Context: an optimization exercise on an open-source flow, tuned for small area. The choices shown serve that exercise and are no tape-out recipe.
In this exercise RTL edits were held to simulation tests only and were not proved equivalent to the original.
No activity file was given, so power comes from the tool's default toggle rates.

==> flow/design.v <==
`timescale 1ns / 1ps
module SSM_Seven_Segment_Module(
	input clk,
	input rst,				 
	input [3:0] dig,		 
	output [2:0] dd_next,	 
	output reg [6:0] seg,
	output [5:0] an
	);
	reg [1:0] pc;
	reg [2:0] pd;			 
	reg       first;		 
	reg [3:0] shown;		 
	wire [2:0] pd_inc = (pd == 3'd5) ? 3'd0 : pd + 3'd1;
	wire [1:0] cnt = pc + 2'd1;				 
	wire [2:0] dd  = (pc == 2'd3) ? pd_inc : pd;
	assign dd_next = pc[1] ? pd_inc : pd;
	wire last = (cnt == 2'd3);				 
	assign an[0] = ~(pd == 3'd0);
	assign an[1] = ~(pd == 3'd1);
	assign an[2] = ~(pd == 3'd2);
	assign an[3] = ~(pd == 3'd3);
	assign an[4] = ~(pd == 3'd4);
	assign an[5] = ~(pd == 3'd5);
	reg [5:0] p0, p1;		 
	reg [4:0] p2;			 
	reg [2:0] p3;			 
	wire act2 = (dd != 3'd5);
	wire act3 = ~dd[0];
	always @(posedge clk) begin
		if (last) begin
			p0 <= {dig[0], p0[5:1]};
			p1 <= {dig[1], p1[5:1]};
		end else begin
			p0[0] <= dig[0];
			p1[0] <= dig[1];
		end
		if (act2) begin
			if (last)
				p2 <= {dig[2], p2[4:1]};
			else
				p2[0] <= dig[2];
		end
		if (act3) begin
			if (last)
				p3 <= {dig[3], p3[2:1]};
			else
				p3[0] <= dig[3];
		end
	end
	wire [3:0] head = {p3[0] & act3, p2[0] & act2, p1[0], p0[0]};
	always @(posedge clk) begin
		if (rst) begin
			pc <= 2'd3;
			pd <= 3'd7;
			first <= 1'b1;
			shown <= 4'd15;
		end else begin
			pc <= cnt;
			pd <= dd;
			first <= first & (dd != 3'd5);
			shown <= (first && cnt == 2'd0) ? 4'd15 : head;
		end
	end
	always @* begin
		case (shown)
			4'd0: seg = 7'b1000000;
			4'd1: seg = 7'b1111001;
			4'd2: seg = 7'b0100100;
			4'd3: seg = 7'b0110000;
			4'd4: seg = 7'b0011001;
			4'd5: seg = 7'b0010010;
			4'd6: seg = 7'b0000010;
			4'd7: seg = 7'b1111000;
			4'd8: seg = 7'b0000000;
			4'd9: seg = 7'b0011000;
			default: seg = 7'b1111111;
		endcase
	end
endmodule
`timescale 1ns / 1ps
module Digital_Clock_12_hrFomrat(
    input clk,					 
    input rst,					 
    input center,				 
    input right,				 
    input left,				 
    input up,					 
    input down,				 
    output [6:0] seg,		 
    output [5:0] an,			 
    output AMPM_indicator_led,	 
    output clock_mode_indicator_led  
    );
	reg  [6:0] counter;
	reg  [3:0] s_o, m_o;		 
	reg  [2:0] s_t, m_t;		 
	reg  [4:0] hrs;			 
	reg        toggle;			 
	reg        pm;
	reg        cm;			 
	reg  [3:0] dig;			 
	assign AMPM_indicator_led = pm;
	assign clock_mode_indicator_led = cm;
	wire [2:0] dd_next;		 
	SSM_Seven_Segment_Module SSM(.clk(clk), .rst(rst), .dig(dig), .dd_next(dd_next), .seg(seg), .an(an));
	wire sec_ge60 = s_t[2] & s_t[1];
	wire min_ge60 = m_t[2] & m_t[1];
	wire hrs_ge24 = hrs[4] & hrs[3];
	wire min_nz   = (m_t != 0) | (m_o != 0);
	wire hrs_gt1  = hrs > 1;
	wire hrs_eq1  = hrs == 1;
	wire [3:0] s_o_inc = (s_o == 9) ? 4'd0 : s_o + 4'd1;
	wire [2:0] s_t_inc = (s_o == 9) ? s_t + 3'd1 : s_t;
	wire [3:0] m_o_inc = (m_o == 9) ? 4'd0 : m_o + 4'd1;
	wire [2:0] m_t_inc = (m_o == 9) ? m_t + 3'd1 : m_t;
	wire [3:0] m_o_dec = (m_o == 0) ? 4'd9 : m_o - 4'd1;
	wire [2:0] m_t_dec = (m_o == 0) ? m_t - 3'd1 : m_t;
	reg [6:0] n_counter;
	reg [3:0] n_s_o, n_m_o;
	reg [2:0] n_s_t, n_m_t;
	reg [4:0] n_hrs;
	reg       n_toggle, n_cm, n_pm;
	reg [3:0] h_o;
	reg       h_t1, h_t0;
	always @* begin
		n_counter = counter;
		n_s_o = s_o; n_s_t = s_t;
		n_m_o = m_o; n_m_t = m_t;
		n_hrs = hrs;
		n_toggle = toggle;
		n_cm = cm;
		if (cm) begin			 
			if (center) begin
				n_cm = 1'b0;
				n_toggle = 1'b0;
				n_s_o = 4'd0; n_s_t = 3'd0;
			end
			if (counter != 7'd99)
				n_counter = counter + 7'd1;
			else begin
				n_counter = 7'd0;
				n_s_o = s_o_inc; n_s_t = s_t_inc;
			end
		end else begin			 
			if (center)
				n_cm = 1'b1;
			if (counter < 7'd9)
				n_counter = counter + 7'd1;
			else begin
				n_counter = 7'd0;
				if (!toggle) begin
					if (up) begin
						n_m_o = m_o_inc; n_m_t = m_t_inc;
					end
					if (down) begin
						if (min_nz) begin
							n_m_o = m_o_dec; n_m_t = m_t_dec;
						end else if (hrs_gt1) begin
							n_hrs = hrs - 5'd1;
							n_m_o = 4'd9; n_m_t = 3'd5;
						end else if (hrs_eq1) begin
							n_hrs = 5'd12;
							n_m_o = 4'd9; n_m_t = 3'd5;
						end
					end
					if (left | right)
						n_toggle = 1'b1;
				end else begin
					if (up)
						n_hrs = hrs + 5'd1;
					if (down) begin
						if (hrs_gt1)
							n_hrs = hrs - 5'd1;
						else if (hrs_eq1)
							n_hrs = 5'd12;
					end
					if (left | right)
						n_toggle = 1'b0;
				end
			end
		end
		if (sec_ge60) begin
			n_s_o = 4'd0; n_s_t = 3'd0;
			n_m_o = m_o_inc; n_m_t = m_t_inc;
		end
		if (min_ge60) begin
			n_m_o = 4'd0; n_m_t = 3'd0;
			n_hrs = hrs + 5'd1;
		end
		if (hrs_ge24)
			n_hrs = 5'd0;
		if (cm)
			n_pm = (hrs >= 5'd12);
		else
			n_pm = pm | (hrs > 5'd12);
		if (!cm || (hrs != 0 && hrs < 12) || (hrs > 12 && hrs < 22)) begin
			if (cm && hrs > 12) begin
				h_o = hrs - 5'd12; h_t1 = 1'b0; h_t0 = 1'b0;
			end else if (hrs >= 20) begin
				h_o = hrs - 5'd20; h_t1 = 1'b1; h_t0 = 1'b0;
			end else if (hrs >= 10) begin
				h_o = hrs - 5'd10; h_t1 = 1'b0; h_t0 = 1'b1;
			end else begin
				h_o = hrs[3:0]; h_t1 = 1'b0; h_t0 = 1'b0;
			end
		end else begin		 
			h_t1 = 1'b0; h_t0 = 1'b1;
			h_o = (hrs == 22) ? 4'd0 : (hrs == 23) ? 4'd1 : 4'd2;
		end
	end
	reg [3:0] n_dig;
	always @* begin
		case (dd_next)
			3'd0: n_dig = s_o;
			3'd1: n_dig = {1'b0, s_t};
			3'd2: n_dig = m_o;
			3'd3: n_dig = {1'b0, m_t};
			3'd4: n_dig = h_o;
			default: n_dig = {2'b00, h_t1, h_t0};
		endcase
	end
	always @(posedge clk) begin
		if (rst) begin
			counter <= 0;
			s_o <= 0; s_t <= 0;
			m_o <= 0; m_t <= 0;
			hrs <= 0;
			toggle <= 0;
			pm <= 0;
			cm <= 0;
			dig <= 0;
		end else begin
			counter <= n_counter;
			s_o <= n_s_o; s_t <= n_s_t;
			m_o <= n_m_o; m_t <= n_m_t;
			hrs <= n_hrs;
			toggle <= n_toggle;
			pm <= n_pm;
			cm <= n_cm;
			dig <= n_dig;
		end
	end
endmodule
==> flow/run.sh <==
#!/bin/bash
# synth_recipe.tcl (not shown) runs the flow's synth.tcl, then flattens the netlist and writes it again
# the make line also repeats each setting of config.mk as NAME=value (left out here)
make -C /OpenROAD-flow-scripts/flow DESIGN_CONFIG=/design/flow/config.mk WORK_HOME=/design/flow/orfs CLKGATE_MAP_FILE= SYNTH_SCRIPT=/design/flow/synth_recipe.tcl finish
==> flow/constraint.sdc <==
create_clock -name core_clock -period 10.0 [get_ports {clk}]
set_input_delay 2.0000 -clock core_clock [delete_from_list [all_inputs] [get_ports {clk}]]
set_output_delay 2.0000 -clock core_clock [all_outputs]
set_load 0.01 [all_outputs]
==> flow/config.mk <==
export PLATFORM = sky130hd
export DESIGN_NAME = Digital_Clock_12_hrFomrat
export DESIGN_NICKNAME = Digital_Clock_12_hrFomrat
export VERILOG_FILES = /design/flow/design.v
export SDC_FILE = /design/flow/constraint.sdc
export NUM_CORES = 4
export LEC_CHECK = 0
export CAP_MARGIN = 20
export CORE_MARGIN = 2
export CORE_UTILIZATION = 40
export SLEW_MARGIN = 20
==> run notes <==
==> cells in the mapped netlist, types with 6 or more instances <==
cell,count,area [µm²]
sky130_fd_sc_hd__a211oi_1,7,52.6
sky130_fd_sc_hd__a21oi_1,27,135
sky130_fd_sc_hd__a221oi_1,6,52.6
sky130_fd_sc_hd__and2_1,9,56.3
sky130_fd_sc_hd__and3_1,6,37.5
sky130_fd_sc_hd__clkbuf_1,16,60.1
sky130_fd_sc_hd__dfxtp_1,48,961
sky130_fd_sc_hd__edfxtp_1,18,541
sky130_fd_sc_hd__ha_1,33,413
sky130_fd_sc_hd__inv_1,26,97.6
sky130_fd_sc_hd__mux2i_1,7,70.1
sky130_fd_sc_hd__nand2_1,50,188
sky130_fd_sc_hd__nand2b_1,10,62.6
sky130_fd_sc_hd__nand3_1,18,90.1
sky130_fd_sc_hd__nor2_1,39,146
sky130_fd_sc_hd__nor2b_1,7,43.8
sky130_fd_sc_hd__nor3_1,8,40.0
sky130_fd_sc_hd__o21ai_0,24,120
sky130_fd_sc_hd__o31ai_1,7,52.6
sky130_fd_sc_hd__xnor2_1,10,87.6
sky130_fd_sc_hd__xor2_1,7,61.3
==> through the flow <==
stage / total power [mW] / util [%]
finish: 0.655 / 46.4
global route: 0.688 / 46.4
CTS: 0.663 / 46.4
detailed placement: 0.432 / 44.3
global placement: 0.429 / 44.3
floorplan: 0.393 / -
==> logic make-up after synthesis <==
logic type / after synthesis / share of synthesized area, %
muxes: 11 / 2.83
DFF: 66 / 36.9
adders and majority gates: 33 / 10.2
AOI/OAI and AO/OA: 123 / 21.0
buffers and inverters: 48 / 4.68
xor gates and xnor gates: 17 / 3.66
and+or+nand+nor: 171 / 20.7
==> cell type report <==
cell class	instances	share of cell area, %
clock buffer	9	2.72
clock inverter	7	1.70
inverter	26	2.14
multi-input combinational	355	52.2
sequential	66	33.0
tap	133	3.66
timing repair buffer	21	4.62
==> power breakdown <==
group	switching (mW)	internal, mW	total (mW)
clock	0.111	0.117	0.229
combinational	0.0596	0.0513	0.111
sequential	0.0187	0.297	0.316
total	0.190	0.465	0.655
==> flip-flops by register name, indices dropped and copies added (netlist names) <==
name,flops
SSM.p3,3
dig,4
m_o,4
SSM.pc,2
s_t,3
cm,1
SSM.p1,6
counter,7
SSM.pd,3
s_o,4
m_t,3
hrs,5
seg,7
SSM.first,1
toggle,1
pm,1
SSM.p0,6
SSM.p2,5
==> worst register-to-register path, cell delays in order (launching register included) <==
cell and delay [ps]:
sky130_fd_sc_hd__dfxtp_1 620, sky130_fd_sc_hd__inv_1 260, sky130_fd_sc_hd__ha_1 310, sky130_fd_sc_hd__a211o_1 320, sky130_fd_sc_hd__o21ai_0 380, sky130_fd_sc_hd__nand2_1 210, sky130_fd_sc_hd__or2_2 330, sky130_fd_sc_hd__a311oi_1 250
sky130_fd_sc_hd__a211oi_1 80
==> worst paths after layout <==
check	endpoint	depth (start not counted)	slack [ps]	from
setup / recovery	an[2]	3	5960	SSM.pd[1]
hold / removal	SSM.p0[2]	0	420	SSM.p0[3]
setup reg to reg	hrs[3]	8	7100	hrs[3]
hold reg to reg	SSM.p0[2]	0	420	SSM.p0[3]
==> metal layers <==
metal	global-route usage, %	part of all wire [%]	vias to the layer above
met2	28.5	47	78
met3	3.56	4.1	8
met5	0	0	-
li1	-	-	1717
met4	4.76	0.93	0
met1	22.9	48	1586
==> metrics.md <==
| Metric | Value |
|---|---|
| Worst hold path type | reg -> reg |
| Count of flip-flops with a built-in enable after synthesis | 18 |
| CTS clk-pin slew, worst paths | 80 ps |
| Fin Clk Skew | 7.29 ps |
| Wirelength, routed | 9.15 mm |
| Critical-path cell with the highest stage delay | sky130_fd_sc_hd__dfxtp_1 |
| Ys Warns | 2 |
| Count of pins over their slew limit | 0 |
| Avg Cell Area, Syn | 8.67 µm² |
| Starting density of the core | 41.4% |
| Post-route setup slack | 5960 ps |
| Clock insertion delay at the later pin of the skew report | 350 ps |
| Die outline area | 0.0110 mm² |
| Clock tree from TritonCTS | built |
| Count of buffers inserted at the top-level ports | 21 |
| Number of nets produced by synthesis | 509 |
| Avg WL per Cell | 14.8 µm |
| PwrDens | 144 mW/mm² |
| Number of antenna violations at the first check in global routing | 0 |
| Time the final worst path needs with I/O delays and setup | 4040 ps |
| Vias per cell | 5.49 |
| Post-cts repair resize count | 0 |
| Area of the multi-input gates | 0.00237 mm² |
| Placeable Area | 0.00982 mm² |
| Crit path buf inv count | 2 |
| NumNets Final | 519 |
| Most used cells in the layout excluding fill and tap cells | sky130_fd_sc_hd__nand2_1, sky130_fd_sc_hd__dfxtp_1, sky130_fd_sc_hd__nor2_1 |
| Vias after detailed routing | 3389 |
| DIE HEIGHT | 105 µm |
| Total global routing track utilization | 17.3% |
| Placement Rows | 36 |
| TritonCTS buffer count | 9 |
| Unrepaired setup endpoints after global routing | false |
| Main flop type after synthesis | sky130_fd_sc_hd__dfxtp_1 |
| Total cell area at the placement stage | 0.00435 mm² |
| Max_cap viols | 0 |
| Setup crit start kind | register |
| Antenna-violating nets left | 0 |
| Area delta synth->final | 11.9% |
| Cell count after placement | 601 |
| Most frequent standard cell in the layout excluding fill and tap cells | sky130_fd_sc_hd__nand2_1 |
| Via count of the first global-routing pass | 3166 |
| Final-report setup violation count | 0 |
| Number of library cell types mapped by synthesis | 65 |
| Transition time at the pin with the least slew margin | 736 ps |
| Clock tree buffer depth | 2 |
| Antenna diodes | 0 |
| Detail Placement HPWL | 6.72 mm |
| Layout cell share with drive strength beyond 1 | 6.40% |
| Quantity of hold-fixing buffers added after cts | 0 |
| Result of the run | complete, no violations |
| Arrival time of data at the critical path endpoint | 2040 ps |
| Max H-tree Level | 3 |
| Weighted congestion reported at the end of routability-driven placement | 0.899 |
| Post-route standard cell area excluding fillers | 0.00455 mm² |
| Number of design-rule violations left by the first detailed-router iteration | 185 |
| Slowest stage delay, CP | 640 ps |
| Instance count of the mapped netlist | 469 |
| Filler instances | 987 |
| Worst max-slew margin expressed relative to the limit | 50.9% |
| Share of the cycle needed by the critical path after routing | 40.4% |
| Fmax achieved | 0.248 GHz |
| Pin count of the biggest net entering global routing | 19 |
| Critical path required time | 8000 ps |
| Post-CTS setup buffer count | 0 |
| Grt total ovfl | 0 |
| Final-layout worst hold slack | 421 ps |
| CTS Root Cell | sky130_fd_sc_hd__clkbuf_8 |
| Post-placement setup slack | 5690 ps |
| Total standard cell area after synthesis | 0.00407 mm² |
| Flops & latches, synth | 66 |
| Number of primary I/O pins | 22 |
| Number of endpoints with negative hold slack in the final report | 0 |
| Detailed Routing Iterations Pass 1 | 5 |
| Leakage power summed over all cells | 1.76 nW |
| Register Area | 0.00150 mm² |
| Maximum fanout along the worst path | 15 |
| Largest voltage drop on the vdd net | 65.9 µV |
| Clock tree sinks | 66 |
| Ys async rst share | 0% |
| Start-to-end type of the worst setup path | reg -> out |
| Chain of cells forming the critical path | inv_1 -> or3_1 -> clkdlybuf4s50_1 |
| Setup tns final | 0 ps |
| Post-synthesis sequential area ratio | 36.9% |
| Kind of cell adding the most delay to the critical path | buffers and inverters |
| CP Capture Type | primary output |
| First-pass GRT wire length | 15.5 mm |
| X dimension of the die | 105 µm |
| DRC violations left | 0 |
| Final cell count without fillers | 617 |

static timing again, ports no longer ideal:
No port has a modelled driver above. Below, the same layout with a new extraction and two added sets of constraints. Step 1 assumes that a clkbuf_16 drives the clock port and a buf_2 every other input. Step 2 adds t to the input delays and takes it off the output delays; t is the mean of the earliest and latest rising clock arrival at the registers after step 1. Input paths then give back, and output paths get back, about the clock's delay inside the block. a / b / c = ideal / step 1 / step 2; a / b = the first two.
t (ns): 0.372
setup slack, ns: 5.965 / 5.934 / 5.635
clock arrival spread, ns: 0.007 / 0.007
slew at the worst register clock pin (ns): 0.08 / 0.08
cell pins on the clock port's net: 1
After both steps this run still meets setup and hold. The setup slack of this run moves by -0.031 ns with the drivers and by -0.330 ns with both steps.
